What follows belongs to an exercise in optimizing a design on an open flow for small area; a production flow would make more cautious choices.
In this exercise RTL edits were held to simulation tests only and were not proved equivalent to the original.
Power figures rest on the tool's default switching activity, not on a simulated workload.

==> flow/design.v (excerpt) <==
module ldiv #
  (
   parameter 	NUMERATOR_WIDTH = 32,
   parameter 	DENOMINATOR_WIDTH = 32,
   parameter 	QUOTIENT_WIDTH = 32
   )
   (
    input 				      clk,
    input 				      reset,
    input signed [NUMERATOR_WIDTH - 1:0]      numerator_in,
    input [DENOMINATOR_WIDTH - 1:0] 	      denominator_in,
    input 				      valid_in,
    output signed [QUOTIENT_WIDTH - 1:0]      quotient_out,
    output signed [NUMERATOR_WIDTH - 1:0]     remainder_out,
    output 				      valid_out,
    output signed [NUMERATOR_WIDTH - 1 + 1:0] numerator_out,
    output [DENOMINATOR_WIDTH - 1:0] 	      denominator_out
    );
Size: roughly 1,200 flip-flops, ~200 I/O pins, roughly 57,000 um^2 of cells after synthesis.
export LEC_CHECK = 0
export CAP_MARGIN = 20
export CORE_MARGIN = 2
export CORE_UTILIZATION = 60
export CTS_BUF_LIST = sky130_fd_sc_hd__clkbuf_16
export CTS_CLUSTER_DIAMETER = 120
export CTS_CLUSTER_SIZE = 30
export GPL_TIMING_DRIVEN = 0
export PLACE_DENSITY = 0.75
export SLEW_MARGIN = 20
export SYNTH_HIERARCHICAL = 1
create_clock -name core_clock -period 7.0 [get_ports {clk}]
run.sh (not shown) runs the stock make flow with config.mk's settings and CLKGATE_MAP_FILE= SYNTH_SCRIPT=/design/flow/synth_recipe.tcl, a recipe that flattens the netlist after the stock synthesis.
The starting point produced a clean layout.
Edit:
==> flow/flow/run.sh (new file) <==
#!/bin/bash
set -euo pipefail
bash standard.sh finish "BUFFER_PORTS_ARGS=-buffer_cell sky130_fd_sc_hd__buf_2" > standard.log 2>&1
==> flow/standard.sh (new file) <==
#!/bin/bash
# synth_recipe.tcl (not shown) runs the flow's synth.tcl, then flattens the netlist and writes it again
# the make line also repeats each setting of config.mk as NAME=value (left out here)
make -C /OpenROAD-flow-scripts/flow DESIGN_CONFIG=/design/flow/config.mk WORK_HOME=/design/flow/orfs CLKGATE_MAP_FILE= SYNTH_SCRIPT=/design/flow/synth_recipe.tcl "${@:-finish}"
- GPL_TIMING_DRIVEN: 0 -> not set
removed: flow/run.sh
After rerunning: Fmax grows slightly. Setup slack is better by 0.069 ns. Synthesized area does not change. Global-route usage shrinks by 0.96 points. Worst hold slack is better by 0.0034 ns. Utilization shrinks by 2.4 points. Final area shrinks by a few percent. Clock power shrinks by a few percent.

---

ldiv again, from the RTL that the note above started with.
clock: 7.0 ns
lec_check: 0
cap_margin: 20
core_margin: 2
core_utilization: 60
cts_buf_list: sky130_fd_sc_hd__clkbuf_16
cts_cluster_diameter: 110
cts_cluster_size: 34
place_density: 0.75
slew_margin: 20
synth_hierarchical: 1
standard.sh (not shown) runs the stock make flow with config.mk's settings and CLKGATE_MAP_FILE= SYNTH_SCRIPT=/design/flow/synth_recipe.tcl, a recipe that flattens the netlist after the stock synthesis.
==> flow/flow/run.sh <==
#!/bin/bash
set -euo pipefail
bash standard.sh finish "BUFFER_PORTS_ARGS=-buffer_cell sky130_fd_sc_hd__buf_2" > standard.log 2>&1
The starting point completed without violations.
Next try:
==> flow/run.sh (new file) <==
#!/bin/bash
# synth_recipe.tcl (not shown) runs the flow's synth.tcl, then flattens the netlist and writes it again
# the make line also repeats each setting of config.mk as NAME=value (left out here)
make -C /OpenROAD-flow-scripts/flow DESIGN_CONFIG=/design/flow/config.mk WORK_HOME=/design/flow/orfs CLKGATE_MAP_FILE= SYNTH_SCRIPT=/design/flow/synth_recipe.tcl finish
--- a/flow/config.mk
+++ b/flow/config.mk
@@ -11,4 +11,4 @@
 export CTS_BUF_LIST = sky130_fd_sc_hd__clkbuf_16
-export CTS_CLUSTER_DIAMETER = 110
-export CTS_CLUSTER_SIZE = 34
+export CTS_CLUSTER_DIAMETER = 120
+export CTS_CLUSTER_SIZE = 30
 export PLACE_DENSITY = 0.75
removed: flow/flow/run.sh
removed: flow/standard.sh
Outcome:
- non-clock buffer count came out higher by 30
- final area came out higher by 2.1%
- routed wire length came out lower by 0.37%
- clock power came out higher by about 3%
- clock skew came out lower by 0.0067 ns

---

ldiv, a different RTL version from the one above (not shown whole).
Size: ~1200 flip-flops, ~0.055 mm2 of cells after synthesis.
Settings: LEC_CHECK=0, CAP_MARGIN=20, CORE_MARGIN=2, CORE_UTILIZATION=45, PLACE_DENSITY=0.6, SLEW_MARGIN=20; clock period 7.0 ns.
run.sh (not shown) runs the stock make flow with config.mk's settings and CLKGATE_MAP_FILE= SYNTH_SCRIPT=/design/flow/synth_recipe.tcl, a recipe that flattens the netlist after the stock synthesis.
Stock flow here: none of the scripts above is used.
The baseline produced a clean layout.
Then changed:
--- a/flow/config.mk
+++ b/flow/config.mk
@@ -9,4 +9,6 @@
 export CORE_MARGIN = 2
-export CORE_UTILIZATION = 45
-export PLACE_DENSITY = 0.6
+export CORE_UTILIZATION = 60
+export CTS_BUF_LIST = sky130_fd_sc_hd__clkbuf_4
+export GPL_TIMING_DRIVEN = 0
+export PLACE_DENSITY = 0.75
 export SLEW_MARGIN = 20
Outcome: With this change the flow finished but failed the layout checks on negative setup slack. Non-clock buffer count goes down by 182. Total power goes down by 7.4%. Wire length goes up by 2.6%. Critical path depth goes up by 1. Global-route usage goes up by 7.0 points. Area after synthesis stays the same. Clock skew goes up by 0.12 ns. Sequential share of layout area goes up by 1.3 points. Utilization goes up by 17 points. First-iteration DRC count goes up by 13%.

---

ldiv again, from the RTL that the note above started with.
Settings: LEC_CHECK=0, CAP_MARGIN=20, CORE_MARGIN=2, CORE_UTILIZATION=60, CTS_BUF_LIST=sky130_fd_sc_hd__clkbuf_16, CTS_CLUSTER_DIAMETER=120, CTS_CLUSTER_SIZE=30, GPL_TIMING_DRIVEN=0, PLACE_DENSITY=0.75, SETUP_SLACK_MARGIN=0.2, SLEW_MARGIN=20; clock period 7.0 ns.
The starting point finished with setup timing left.
Next try:
==> flow/config.mk (replaced) <==
export PLATFORM = sky130hd
export DESIGN_NAME = ldiv
export DESIGN_NICKNAME = ldiv
export VERILOG_FILES = /design/flow/design.v
export SDC_FILE = /design/flow/constraint.sdc
export NUM_CORES = 4
export LEC_CHECK = 0
export CAP_MARGIN = 20
export CORE_MARGIN = 2
export CORE_UTILIZATION = 45
export CTS_BUF_LIST = sky130_fd_sc_hd__clkbuf_4
export PLACE_DENSITY = 0.6
export SLEW_MARGIN = 20
=>
- The new run finished with timing, DRC and antenna clean
- design area climbs by 4.2%
- maximum frequency rose by 5.2%
- clock-buffer cell count goes up by 404
- global-route usage goes down by 5.9 points
- area after synthesis does not change
- worst setup slack improves by 0.36 ns
- sequential share of layout area went down by 1.6 points
- sequential power hardly moves

-- re-timing with driven ports --
The flow's constraints put no driver on any port. The routed layouts listed below were extracted and timed again, unchanged, in two steps.
Step 1 sets driving cells, clkbuf_16 on the clock port and buf_2 on the other inputs (assumed; they add their load-dependent delay and slew).
Step 2, shift: input delay + t, output delay - t, t = (earliest + latest rising clock arrival at the registers) / 2. This alone moves slack from input paths to output paths.
Slacks: no drivers / after step 1 / after step 2; pairs: no drivers / after step 1.
| run | t (ns) | setup WS [ns] | clock arrival spread, ns | worst slew at a driven data input, ns |
|---|---|---|---|---|
| the first run of note 1 | 0.762 | 0.147 / 0.181 / -0.574 | 0.052 / 0.053 | 0.05 |
| the second run of note 1 | 0.764 | 0.216 / 0.216 / -0.426 | 0.053 / 0.054 | 0.04 |
| the first run of note 2 | 0.748 | 0.243 / 0.243 / -0.367 | 0.038 / 0.038 | 0.04 |
| the second run of note 2 | 0.759 | 0.213 / 0.263 / -0.496 | 0.035 / 0.036 | 0.07 |
| the first run of note 3 | 0.830 | 0.114 / 0.114 / -0.012 | 0.060 / 0.059 | 0.05 |
| the second run of note 3 | 1.190 | -0.182 / -0.182 / -0.781 | 0.167 / 0.167 | 0.07 |
| the first run of note 4 | 0.720 | -0.253 / -0.253 / -0.253 | 0.051 / 0.052 | 0.06 |
| the second run of note 4 | 1.251 | 0.105 / 0.105 / 0.045 | 0.123 / 0.124 | 0.06 |
Met with ideal ports but missed after step 2: setup timing in 5 of these runs. For the first run of note 1, which loses most, drivers alone change the setup slack by +0.034 ns; drivers and shift together by -0.721 ns.
